Context: an optimization exercise on an open-source flow, tuned for a short achievable clock period and few clock cycles. The choices shown serve that exercise and are no tape-out recipe.
In this exercise RTL edits were held to simulation tests only and were not proved equivalent to the original.
Power and IR drop assume default switching activity.

[flow/config.mk]
export PLATFORM = sky130hd
export DESIGN_NAME = arm
export DESIGN_NICKNAME = arm
export VERILOG_FILES = /design/flow/design.v
export SDC_FILE = /design/flow/constraint.sdc
export NUM_CORES = 4
export LEC_CHECK = 0
export CAP_MARGIN = 20
export CORE_MARGIN = 2
export CORE_UTILIZATION = 40
export SLEW_MARGIN = 20
[flow/constraint.sdc]
create_clock -name core_clock -period 16.0 [get_ports {clk}]
set_input_delay 3.2000 -clock core_clock [delete_from_list [all_inputs] [get_ports {clk}]]
set_output_delay 3.2000 -clock core_clock [all_outputs]
set_load 0.01 [all_outputs]
[flow/design.v]
module FullAdder (A, B, cin, sum, cout);
	input logic A, B, cin;
	output logic sum, cout;
	assign sum = A ^ B ^ cin;
	assign cout = A&B | cin & (A^B);
endmodule 
module adder #(parameter N = 3) (
	input logic [N-1:0] a, b, 
	input logic cin,
	output logic [N-1:0] result,
	output logic cout0
	);
	wire [N-1:0]cout;
	assign cout0 = cout[N-1];
	genvar i;
	generate 
		for(i=0; i<N; i++) begin : Adders
			if (i==0) FullAdder FA0 (.A(a[i]), .B(b[i]), .cin(cin), .sum(result[i]), .cout(cout[i]));
			else FullAdder FA (.A(a[i]), .B(b[i]), .cin(cout[i-1]), .sum(result[i]), .cout(cout[i]));
		end
	endgenerate
endmodule 
module alu (
	input logic [31:0] a, b,
	input logic [1:0] ALUControl,
	output logic [31:0] Result,
	output logic [3:0] ALUFlags
	);
	logic [31:0] sum, AND, OR, b_new;
	logic cout;
	always_comb begin
		if (ALUControl[0]) b_new = ~b;  
		else b_new = b;                 
	end
	adder #(.N(32)) adding (.a, .b(b_new), .cin(ALUControl[0]), .result(sum), .cout0(cout));
	assign AND = a & b;
	assign OR = a | b;
	always_comb begin
		case(ALUControl)
			2'b10: Result = AND;
			2'b11: Result = OR;
			default: Result = sum;
		endcase
	end
	assign ALUFlags[0] = ~( (ALUControl[0]) ^ (a[31]) ^ (b[31]) ) & ( (a[31]) ^ (sum[31]) ) & ~( ALUControl[1] );
	assign ALUFlags[1] = ~ALUControl[1] & cout;
	assign ALUFlags[2] = (Result == 0);
	assign ALUFlags[3] = Result[31];
endmodule 
module reg_file(clk, wr_en, write_data, write_addr, read_addr1,
							read_addr2, read_data1, read_data2);
	input logic clk, wr_en;
	input logic [31:0] write_data;
	input logic [3:0] write_addr; 
	input logic [3:0]	read_addr1, read_addr2;
	output logic [31:0] read_data1, read_data2;
	logic [15:0][31:0] memory;
	always_ff @(posedge clk) begin
		if (wr_en) begin
			memory[write_addr] <= write_data;
		end
	end
	assign read_data1 = (wr_en && (write_addr == read_addr1)) ? write_data : memory[read_addr1];
	assign read_data2 = (wr_en && (write_addr == read_addr2)) ? write_data : memory[read_addr2];
endmodule
module arm (
    input  logic        clk, rst,
    input  logic [31:0] Instr,
    input  logic [31:0] ReadData,
    output logic [31:0] WriteData, 
    output logic [31:0] PC, ALUResult,
    output logic        MemWrite
);
    logic [31:0] PCF, PCPrime, PCPlus4F, PCPlus8D;  
	 logic [31:0] InstrF, InstrD;                    
	 logic [ 3:0] CondE;                             
    logic [ 3:0] RA1D, RA2D, RA1E, RA2E;            
    logic [31:0] RD1, RD2, RD1D, RD2D, RD1E, RD2E;  
	 logic [31:0] temp1, temp2;                      
	 logic [31:0] ExtImmD, ExtImmE;                  
	 logic [31:0] SrcAE, SrcBE;                      
    logic [ 3:0] ALUFlags;                          
    logic [31:0] ALUResultE, ALUOutM, ALUOutW;      
	 logic [ 3:0] WA3E, WA3M, WA3W;                  
	 logic [31:0] WriteDataE, WriteDataM;            
	 logic [31:0] ReadDataM, ReadDataW;              
    logic [31:0] ResultW;                           
	 logic [ 3:0] FlagsPrime, FlagsRegE;             
    logic       PCSrcD, PCSrcE, PCSrcM, PCSrcW;              
	 logic       MemtoRegD, MemtoRegE, MemtoRegM, MemtoRegW;  
	 logic       ALUSrcD, ALUSrcE;                            
	 logic       RegWriteD, RegWriteE, RegWriteM, RegWriteW;  
	 logic       CondExE;                                     
	 logic       MemWriteD, MemWriteE, MemWriteM;             
	 logic [1:0] ALUControlD, ALUControlE;                    
	 logic       BranchD, BranchE;                            
	 logic [1:0] FlagWD, FlagWE;                              
	 logic [1:0] FlagsWriteE;                                 
	 logic [1:0] RegSrcD;                                     
	 logic [1:0] ImmSrcD;                                     
	 logic       Match_1E_M, Match_2E_M;    
	 logic       Match_1E_W, Match_2E_W;    
	 logic [1:0] ForwardAE, ForwardBE;      
	 logic       Match_12D_E;               
	 logic       Idrstall, StallF, StallD;  
	 logic       FlushF, FlushD, FlushE;    
	 logic       BranchTakenE;              
	 assign PC        = PCF;         
	 assign ALUResult = ALUOutM;     
	 assign WriteData = WriteDataM;  
	 assign MemWrite  = MemWriteM;   
	 always_comb begin
		if (BranchTakenE)  PCPrime = ALUResultE;
		else if (PCSrcW) PCPrime = ResultW;
		else               PCPrime = PCPlus4F;
	 end
    assign PCPlus4F = PCF + 'd4;                      
    assign PCPlus8D = PCPlus4F;                       
    always_ff @(posedge clk) begin
        if (rst) PCF <= '0; 
        else if (~StallF) PCF <= PCPrime;
    end
	 localparam logic [31:0] BUBBLE = 32'hF00F000F;
	 assign InstrF = (rst | FlushF) ? BUBBLE : Instr;
	 always_ff @(posedge clk) begin
		if (~StallD) InstrD <= InstrF;  
		else if (FlushD) InstrD <= BUBBLE;  
	 end
    assign RA1D = RegSrcD[0] ? 4'd15        : InstrD[19:16];
    assign RA2D = RegSrcD[1] ? InstrD[15:12] : InstrD[ 3: 0];
    reg_file u_reg_file (
        .clk       (clk), 
        .wr_en     (RegWriteW),
        .write_data(ResultW),
        .write_addr(WA3W),
        .read_addr1(RA1D), 
        .read_addr2(RA2D),
        .read_data1(RD1),  
        .read_data2(RD2)   
    );
    always_comb begin
		  if (FlushD) ExtImmD = '0;
        else if      (ImmSrcD == 'b00) ExtImmD = {{24{InstrD[7]}},InstrD[7:0]};           
        else if (ImmSrcD == 'b01) ExtImmD = {20'b0, InstrD[11:0]};                  
        else                      ExtImmD = {{6{InstrD[23]}}, InstrD[23:0], 2'b00};  
    end
	 always_comb begin
			RD1D = (FlushD) ? '0 : ((RA1D == 'd15) ? PCPlus8D : RD1);
			RD2D = (FlushD) ? '0 : ((RA2D == 'd15) ? PCPlus8D : RD2);
	 end
	 always_ff @(posedge clk) begin
		if(FlushE) begin  
			RD1E <= '0;
			RD2E <= '0;
			WA3E <= '0;
			ExtImmE <= '0;
			RA1E <= '0;
			RA2E <= '0;
		end
		else begin  
			RD1E <= RD1D;
			RD2E <= RD2D;
			WA3E <= InstrD[15:12];
			ExtImmE <= ExtImmD;
			RA1E <= RA1D;
			RA2E <= RA2D;
		end
	 end
	 assign SrcAE = temp1;
	 assign SrcBE = (ALUSrcE) ? ExtImmE : temp2;
	 assign WriteDataE = temp2; 
	 always_comb begin
			case(ForwardAE)
				2'b00: temp1 = RD1E;
				2'b01: temp1 = ResultW;
				2'b10: temp1 = ALUOutM;
				default: temp1 = 'X;
			endcase
			case(ForwardBE)
				2'b00: temp2 = RD2E;
				2'b01: temp2 = ResultW;
				2'b10: temp2 = ALUOutM;
				default: temp2 = 'X;
			endcase
	 end
    alu u_alu (
        .a          (SrcAE), 
        .b          (SrcBE),
        .ALUControl (ALUControlE),
        .Result     (ALUResultE),
        .ALUFlags   (ALUFlags)
    );
	 assign FlagsWriteE = {2{CondExE}} & FlagWE;
	 assign FlagsPrime[3:2] = FlagsWriteE[1] ? ALUFlags[3:2] : FlagsRegE[3:2];
	 assign FlagsPrime[1:0] = FlagsWriteE[0] ? ALUFlags[1:0] : FlagsRegE[1:0]; 
	 always_ff @(posedge clk) begin
		if (rst) begin
			FlagsRegE <= '0;
		end
		else begin
			FlagsRegE <= FlagsPrime; 
		end
	 end
	 always_ff @(posedge clk) begin
		if (rst) begin 
			ALUOutM    <= '0;
			WriteDataM <= '0;
			WA3M       <= '0;
		end
		else begin
			ALUOutM    <= ALUResultE;
			WriteDataM <= WriteDataE;
			WA3M       <= WA3E;
		end
	 end
	 assign ReadDataM = ReadData;
	 always_ff @(posedge clk) begin
		if (rst) begin
			ReadDataW <= '0;
			ALUOutW   <= '0;
			WA3W      <= '0;
		end
		else begin
			ReadDataW <= ReadDataM;
			ALUOutW   <= ALUOutM;
			WA3W      <= WA3M;
		end
	 end
    assign ResultW = MemtoRegW ? ReadDataW : ALUOutW;     
    always_comb begin
		if (FlushD) begin  
			PCSrcD    = 0; 
         MemtoRegD = 0;  
         MemWriteD = 0; 
         ALUSrcD   = 0;
         RegWriteD = 0;
			BranchD = 0;
			FlagWD = 2'b00;
         RegSrcD   = 'b00;
         ImmSrcD   = 'b00; 
         ALUControlD = 'b00;   
		end
		else begin
        casez (InstrD[27:20])
            8'b00?_0100_? : begin    
                PCSrcD    = 0;
                MemtoRegD = 0; 
                MemWriteD = 0; 
                ALUSrcD   = InstrD[25];  
                RegWriteD = 1;
					 BranchD = 0;
					 FlagWD = InstrD[20] ? 2'b11 : 2'b00;
                RegSrcD   = 'b00;
                ImmSrcD   = 'b00; 
                ALUControlD = 'b00;
            end
            8'b00?_0010_? : begin    
                PCSrcD    = 0; 
                MemtoRegD = 0; 
                MemWriteD = 0; 
                ALUSrcD   = InstrD[25];  
                RegWriteD = 1; 
					 BranchD = 0;
					 FlagWD = InstrD[20] ? 2'b11 : 2'b00;  
                RegSrcD   = 'b00;
                ImmSrcD   = 'b00; 
                ALUControlD = 'b01;
            end
            8'b000_0000_? : begin
                PCSrcD    = 0; 
                MemtoRegD = 0; 
                MemWriteD = 0; 
                ALUSrcD   = 0; 
                RegWriteD = 1;
					 BranchD = 0;
					 FlagWD = InstrD[20] ? 2'b10 : 2'b00;
                RegSrcD   = 'b00;
                ImmSrcD   = 'b00;     
                ALUControlD = 'b10;  
            end
            8'b000_1100_? : begin
                PCSrcD    = 0; 
                MemtoRegD = 0; 
                MemWriteD = 0; 
                ALUSrcD   = 0; 
                RegWriteD = 1;
					 BranchD = 0;
					 FlagWD = InstrD[20] ? 2'b10 : 2'b00;
                RegSrcD   = 'b00;
                ImmSrcD   = 'b00;     
                ALUControlD = 'b11;
            end
            8'b010_1100_1 : begin
                PCSrcD    = 0; 
                MemtoRegD = 1; 
                MemWriteD = 0; 
                ALUSrcD   = 1;
                RegWriteD = 1;
					 BranchD = 0;
					 FlagWD = 2'b00;
                RegSrcD   = 'b10;     
                ImmSrcD   = 'b01; 
                ALUControlD = 'b00;   
            end
            8'b010_1100_0 : begin
                PCSrcD    = 0; 
                MemtoRegD = 0;  
                MemWriteD = 1; 
                ALUSrcD   = 1;
                RegWriteD = 0;
					 BranchD = 0;
					 FlagWD = 2'b00;
                RegSrcD   = 'b10;     
                ImmSrcD   = 'b01; 
                ALUControlD = 'b00;   
            end
            8'b1010_???? : begin
                    PCSrcD    = 0;  
                    MemtoRegD = 0;
                    MemWriteD = 0; 
                    ALUSrcD   = 1;
                    RegWriteD = 0;
						  BranchD = 1;
						  FlagWD = 2'b00;
                    RegSrcD   = 'b01;
                    ImmSrcD   = 'b10; 
                    ALUControlD = 'b00;   
            end
			default: begin
					PCSrcD    = 0; 
               MemtoRegD = 0;  
               MemWriteD = 0; 
               ALUSrcD   = 0;
               RegWriteD = 0;
					BranchD = 0;
					FlagWD = 2'b00;
               RegSrcD   = 'b00;
               ImmSrcD   = 'b00; 
               ALUControlD = 'b00;   
			end
        endcase
		end
    end
	 always_ff @(posedge clk) begin
		if(FlushE) begin  
			PCSrcE <= '0;
			RegWriteE <= '0;
			MemtoRegE <= '0;
			MemWriteE <= '0;
			ALUControlE <= '0;
			BranchE <= '0;
			ALUSrcE <= '0;
			FlagWE <= '0;
			CondE <= '1;  
		end
		else begin  
			PCSrcE <= PCSrcD;
			RegWriteE <= RegWriteD;
			MemtoRegE <= MemtoRegD;
			MemWriteE <= MemWriteD;
			ALUControlE <= ALUControlD;
			BranchE <= BranchD;
			ALUSrcE <= ALUSrcD;
			FlagWE <= FlagWD;
			CondE <= InstrD[31:28];
		end
	 end
	 always_comb begin
			case (CondE) 
				4'b0000: CondExE = FlagsRegE[2];                                  
				4'b0001: CondExE = ~FlagsRegE[2];                                 
				4'b0010: CondExE = FlagsRegE[1];                                  
				4'b0011: CondExE = ~FlagsRegE[1];                                 
				4'b0100: CondExE = FlagsRegE[3];                                  
				4'b0101: CondExE = ~FlagsRegE[3];                                 
				4'b0110: CondExE = FlagsRegE[0];                                  
				4'b0111: CondExE = ~FlagsRegE[0];                                 
				4'b1000: CondExE = ~FlagsRegE[2] & FlagsRegE[1];                   
				4'b1001: CondExE = FlagsRegE[2] | ~FlagsRegE[1];                   
				4'b1010: CondExE = ~(FlagsRegE[3] ^ FlagsRegE[0]);                 
				4'b1011: CondExE = FlagsRegE[3] ^ FlagsRegE[0];                    
				4'b1100: CondExE = ~FlagsRegE[2] & ~(FlagsRegE[3] ^ FlagsRegE[0]);  
				4'b1101: CondExE = FlagsRegE[2] | (FlagsRegE[3] ^ FlagsRegE[0]);    
				4'b1110: CondExE = 1;                                            
				default: CondExE = 0; 
			endcase
	 end
	 assign BranchTakenE = (CondExE) ? BranchE : '0;
	 always_ff @(posedge clk) begin
		if (rst) begin 
			PCSrcM    <= '0;
			RegWriteM <= '0;
			MemtoRegM <= '0;
			MemWriteM <= '0;
		end
		else begin
			PCSrcM    <= (PCSrcE & CondExE); 
			RegWriteM <= RegWriteE & CondExE;
			MemtoRegM <= MemtoRegE;
			MemWriteM <= MemWriteE & CondExE;
		end
	 end
	 always_ff @(posedge clk) begin
		if (rst) begin
			PCSrcW    <= '0;
			RegWriteW <= '0;
			MemtoRegW <= '0;
		end
		else begin
			PCSrcW    <= PCSrcM;
			RegWriteW <= RegWriteM;
			MemtoRegW <= MemtoRegM;
		end
	 end
	 assign Match_1E_M = (RA1E == WA3M);
	 assign Match_2E_M = (RA2E == WA3M);
	 assign Match_1E_W = (RA1E == WA3W);
	 assign Match_2E_W = (RA2E == WA3W);
	 always_comb begin
			if (Match_1E_M * RegWriteM) ForwardAE = 2'b10;
			else if (Match_1E_W * RegWriteW) ForwardAE = 2'b01;
			else ForwardAE = 2'b00;
			if (Match_2E_M * RegWriteM) ForwardBE = 2'b10;
			else if (Match_2E_W * RegWriteW) ForwardBE = 2'b01;
			else ForwardBE = 2'b00; 
	 end
	 assign FlushF = (rst) ? '0 : (BranchD | BranchTakenE);   
	 assign FlushD = (rst) ? '0 : BranchTakenE;               
	 assign FlushE = (rst) ? '0 : (Idrstall | BranchTakenE);  
	 assign Match_12D_E = (RA1D == WA3E) | (RA2D == WA3E);
	 assign Idrstall = (MemtoRegE) ? Match_12D_E : '0;
	 assign StallF = (rst) ? '0 : (Idrstall | BranchD);
	 assign StallD = (rst) ? '0 : (Idrstall);
endmodule 
[flow/run.sh]
#!/bin/bash
# synth_recipe.tcl (not shown) runs the flow's synth.tcl, then flattens the netlist and writes it again
# the make line also repeats each setting of config.mk as NAME=value (left out here)
make -C /OpenROAD-flow-scripts/flow DESIGN_CONFIG=/design/flow/config.mk WORK_HOME=/design/flow/orfs CLKGATE_MAP_FILE= SYNTH_SCRIPT=/design/flow/synth_recipe.tcl finish
==> run notes <==
-- layer usage --
| layer | vias to the layer above | global-route usage (%) | wire length [um] |
|---|---|---|---|
| met5 | - | 0 | 0 |
| met4 | 0 | 11.44 | 7078 |
| met3 | 338 | 5.199 | 14880 |
| met2 | 1865 | 40.58 | 69470 |
| met1 | 17600 | 36.81 | 65870 |
| li1 | 16160 | - | - |
-- through the flow --
step                      power [mW]  hold WS (ns)
after CTS                      5.827        0.4292
after global placement         3.691        0.4110
after floorplan                3.203        0.4074
final                          5.837        0.4266
after detailed placement       3.700        0.4144
after global routing           6.019        0.4518
-- power by group --
part	total [mW]	internal [mW]	switching, mW
combinational	1.14	0.438	0.698
sequential	2.55	2.42	0.132
clock	2.15	1.23	0.917
total	5.84	4.09	1.75
-- sequential cells by signal (all words and copies together), names as in the netlist, 4 cells and up --
| name | flops |
|---|---|
| ALUOutM | 32 |
| ALUOutW | 32 |
| CondE | 4 |
| ExtImmE | 26 |
| FlagsRegE | 4 |
| InstrD | 32 |
| PCF | 32 |
| RA1E | 4 |
| RA2E | 4 |
| RD1E | 32 |
| RD2E | 32 |
| ReadDataW | 32 |
| WA3E | 4 |
| WA3M | 4 |
| WA3W | 4 |
| WriteDataM | 32 |
| u_reg_file.memory | 512 |
-- layout by cell type (no fill, tap or decap), types with 12 or more instances in the layout --
master                            synthesis  routed
sky130_fd_sc_hd__nand3_1                 59      57
sky130_fd_sc_hd__o221ai_1                32      32
sky130_fd_sc_hd__inv_1                   31      29
sky130_fd_sc_hd__and2_1                 113     111
sky130_fd_sc_hd__nand2b_1                23      22
sky130_fd_sc_hd__dfxtp_1                292     290
sky130_fd_sc_hd__mux2i_1                275     271
sky130_fd_sc_hd__nor2_1                 318     312
sky130_fd_sc_hd__o22ai_1                 32      32
sky130_fd_sc_hd__a21oi_1                466     463
sky130_fd_sc_hd__clkdlybuf4s50_1          0     161
sky130_fd_sc_hd__o211ai_1                14      14
sky130_fd_sc_hd__buf_4                    0     111
sky130_fd_sc_hd__mux2_2                  27      27
sky130_fd_sc_hd__nand2_1                531     522
sky130_fd_sc_hd__xnor2_1                 59      59
sky130_fd_sc_hd__nor3_1                  33      32
sky130_fd_sc_hd__fa_2                     0      30
sky130_fd_sc_hd__xor2_1                  36      36
sky130_fd_sc_hd__a211o_1                 27      27
sky130_fd_sc_hd__a22oi_1                 42      42
sky130_fd_sc_hd__clkbuf_1               313      20
sky130_fd_sc_hd__a221o_1                 26      26
sky130_fd_sc_hd__a221oi_1                53      53
sky130_fd_sc_hd__clkinv_1                 2      13
sky130_fd_sc_hd__mux4_2                 129     129
sky130_fd_sc_hd__o21ai_0                478     473
sky130_fd_sc_hd__clkinv_2                 0      12
sky130_fd_sc_hd__and3_1                  16      14
sky130_fd_sc_hd__nor2b_1                 88      88
sky130_fd_sc_hd__a31oi_1                 32      31
sky130_fd_sc_hd__edfxtp_1               544     544
sky130_fd_sc_hd__clkbuf_16                0      95
sky130_fd_sc_hd__o2bb2ai_1               24      24
sky130_fd_sc_hd__a211oi_1                43      43
-- cells by family after synthesis --
| family | Yosys count | synth area share [%] |
|---|---|---|
| AOI/OAI and AO/OA | 1336 | 17.66 |
| adders and majority gates | 37 | 1.536 |
| and+or+nand+nor | 1235 | 12.40 |
| muxes | 432 | 13.33 |
| DFF | 836 | 49.49 |
| xor gates and xnor gates | 95 | 1.857 |
| buffers and inverters | 427 | 3.721 |
-- path summary, 6_finish.rpt --
path / startpoint / to / slack, ns / cells past startpoint
hold / removal: InstrD[28]$_SDFFCE_PP1P_ / CondE[0]$_SDFF_PP1_ / 0.43 / 1
setup / recovery: WA3M[3]$_SDFF_PP0_ / FlagsRegE[2]$_SDFFE_PP0P_ / 1.15 / 44
setup reg to reg: WA3M[3]$_SDFF_PP0_ / FlagsRegE[2]$_SDFFE_PP0P_ / 1.15 / 44
hold reg to reg: InstrD[28]$_SDFFCE_PP1P_ / CondE[0]$_SDFF_PP1_ / 0.43 / 1
-- cell type report --
cell class | instances | area share [%]
repair buffers | 274 | 4.888
well taps | 1488 | 3.651
flip-flops and latches | 836 | 43.51
clock inverters | 42 | 0.7631
multi-input cells | 3135 | 41.81
inverters | 34 | 0.2503
diodes | 8 | 0.03926
clock buffers | 126 | 5.089
-- cells in the mapped netlist, types with 9 or more instances --
cell type / count / area (um2)
sky130_fd_sc_hd__o211ai_1: 14 / 105.1
sky130_fd_sc_hd__nor4_1: 10 / 62.56
sky130_fd_sc_hd__o22ai_1: 32 / 200.2
sky130_fd_sc_hd__a2bb2oi_1: 9 / 78.83
sky130_fd_sc_hd__buf_2: 40 / 200.2
sky130_fd_sc_hd__o2bb2ai_1: 24 / 210.2
sky130_fd_sc_hd__nor3_1: 33 / 165.2
sky130_fd_sc_hd__o31ai_1: 9 / 67.56
sky130_fd_sc_hd__buf_1: 38 / 142.6
sky130_fd_sc_hd__dfxtp_1: 292 / 5846
sky130_fd_sc_hd__xnor2_1: 59 / 516.8
sky130_fd_sc_hd__mux4_2: 129 / 2905
sky130_fd_sc_hd__mux2_2: 27 / 304.0
sky130_fd_sc_hd__a21oi_1: 466 / 2332
sky130_fd_sc_hd__xor2_1: 36 / 315.3
sky130_fd_sc_hd__nor2_1: 318 / 1194
sky130_fd_sc_hd__nand2_1: 531 / 1993
sky130_fd_sc_hd__inv_1: 31 / 116.4
sky130_fd_sc_hd__a31oi_1: 32 / 200.2
sky130_fd_sc_hd__edfxtp_1: 544 / 16340
sky130_fd_sc_hd__a211o_1: 27 / 236.5
sky130_fd_sc_hd__fa_1: 31 / 620.6
sky130_fd_sc_hd__and3_1: 16 / 100.1
sky130_fd_sc_hd__a221o_1: 26 / 260.3
sky130_fd_sc_hd__and2_1: 113 / 706.9
sky130_fd_sc_hd__o221ai_1: 32 / 280.3
sky130_fd_sc_hd__nand3_1: 59 / 295.3
sky130_fd_sc_hd__o21ai_0: 478 / 2392
sky130_fd_sc_hd__a22oi_1: 42 / 315.3
sky130_fd_sc_hd__a221oi_1: 53 / 464.2
sky130_fd_sc_hd__a211oi_1: 43 / 322.8
sky130_fd_sc_hd__nand2b_1: 23 / 143.9
sky130_fd_sc_hd__a21o_1: 9 / 67.56
sky130_fd_sc_hd__clkbuf_1: 313 / 1175
sky130_fd_sc_hd__mux2i_1: 275 / 2753
sky130_fd_sc_hd__nor2b_1: 88 / 550.5
==> run notes <==
- **Static Leakage** 18.18 nW
- **post-synthesis to final-layout area growth** 13.78%
- **Rel. slew slack** 26.45%
- **final worst clock skew** 0.02636 ns
- **number of placement rows** 122
- **first-pass detailed-route iteration total** 6
- **CP bufs+invs** 3
- **final setup TNS** 0 ns
- **hold crit path type** reg2reg
- **CTS clock-pin slew for the worst setup and hold paths** 0.06 ns
- **drt total wl** 157.3 mm
- **clk root buf** sky130_fd_sc_hd__clkbuf_16
- **total global routing overflow** 0
- **netlist area before placement** 0.04482 mm2
- **number of synthesis warnings** 3
- **number of nets in the layout** 4471
- **DRC violation count after routing** 0
- **run status** finished clean
- **count of port buffers added during placement** 162
- **share of layout cells above drive strength 1** 11.27%
- **Mean Syn Cell Area** 10.19 um2
- **Register Area** 0.02219 mm2
- **final-report max-slew violation count** 0
- **critical path required time** 16.56 ns
- **TritonCTS clock tree** done
- **vias in the first global route** 33.69k
- **sequential area share after synthesis** 49.49%
- **number of hold violations in the final report** 0
- **post-cts resize count** 0
- **1st-iter DRT viols** 4519
- **maximum number of pins on one net before global-route repair** 87
- **final core occ** 45.95%
- **multi-input gate area in the final layout** 0.02132 mm2
- **Synth async-reset ratio** 0%
- **number of max-cap violations** 0
- **data arrival time of the critical path** 15.41 ns
- **total via count in the routed design** 35.97k
- **clock network latency to the later pin of the worst-skew pair** 0.68 ns
- **post-detailed-placement half-perimeter wirelength** 97.85 mm
- **number of top-level pins** 163
- **setup slack after placement** 1.221 ns
- **WL/cell** 26.47 um
- **initial core utilization** 40.38%
- **maximum number of buffers from clock root to sink** 3
- **setup repair after global routing missed its margin** false
- **global-route wire length before repair** 230.6 mm
- **startpoint kind of the worst setup timing path** flop
- **maximum clock frequency** 67.33 MHz
- **Top FF cell, synth** sky130_fd_sc_hd__edfxtp_1
- **Via density** 6.052
- **worst-path cell with the longest stage delay** sky130_fd_sc_hd__nor3_1
- **Yosys cell types** 78
- **number of H-tree levels** 3
- **TritonCTS Sinks** 836
- **height of the die** 338.7 um
- **Slowest Stage Delay on Critical Path** 0.62 ns
- **final worst-path setup slack** 1.148 ns
- **final period demand of the worst path** 14.85 ns
- **period utilization** 92.83%
- **number of buffers inserted during clock tree synthesis** 90
- **Cells after Synth** 4398
- **sort of element at the end of the critical path** flop
- **count of non-filler cells in the finished layout** 5943
- **Total Routing Usage GR** 26.59%
- **transition time at the pin with the least slew margin** 1.103 ns
- **VDD IR max** 0.07250 mV
- **post-route cell area** 0.05099 mm2
- **number of routed nets with antenna violations** 0
- **critical path start-end classification** reg2reg
- **width of the die** 338.7 um
- **most common cell type on the critical path** sky130_fd_sc_hd__fa_2
- **Post-CTS Setup Repair Bufs** 0
- **instance area after placement** 0.04796 mm2
- **pwr dens** 114.5 mW/mm2
- **antenna violations before repair** 0
- **highest fanout seen on the critical path** 25
- **number of hold-repair buffers added at the cts stage** 0
- **Final Wtd Congestion** 0.9306
- **number of register bits inferred by synthesis** 836
- **Core ar.** 0.1110 mm2
- **Top delay family on crit path** adder cells
- **nets in the synthesized netlist** 4498
- **# placed instances** 5766
- **Post-synth EDFFs** 544
- **Setup Viol. Count Final** 0
- **number of filler cells placed in the layout** 10.41k
- **die footprint** 0.1147 mm2
Testbench counts, summed over its fixed seeds: cycles 39,379.

==> what the ideal ports hide <==
The results above use ideal ports. As a check the final layout listed here was re-extracted and re-timed, cells and wires unchanged.
Step 1 sets driving cells, clkbuf_16 on the clock port and buf_2 on the other inputs (assumed; they add their load-dependent delay and slew).
Step 2 also shifts input and output timing later by t, the mid clock arrival at the registers, as if the neighbouring blocks saw the same clock.
Three values: ideal, step 1, step 2; two values: the first two.
shift t [ns]: 0.742
setup slack, ns: 1.148 / 1.148 / 1.148
worst register clock-pin slew, ns: 0.07 / 0.07
After both steps setup and hold are still met in this run. The setup slack of this run moves by 0.000 ns with the drivers and by 0.000 ns with both steps.
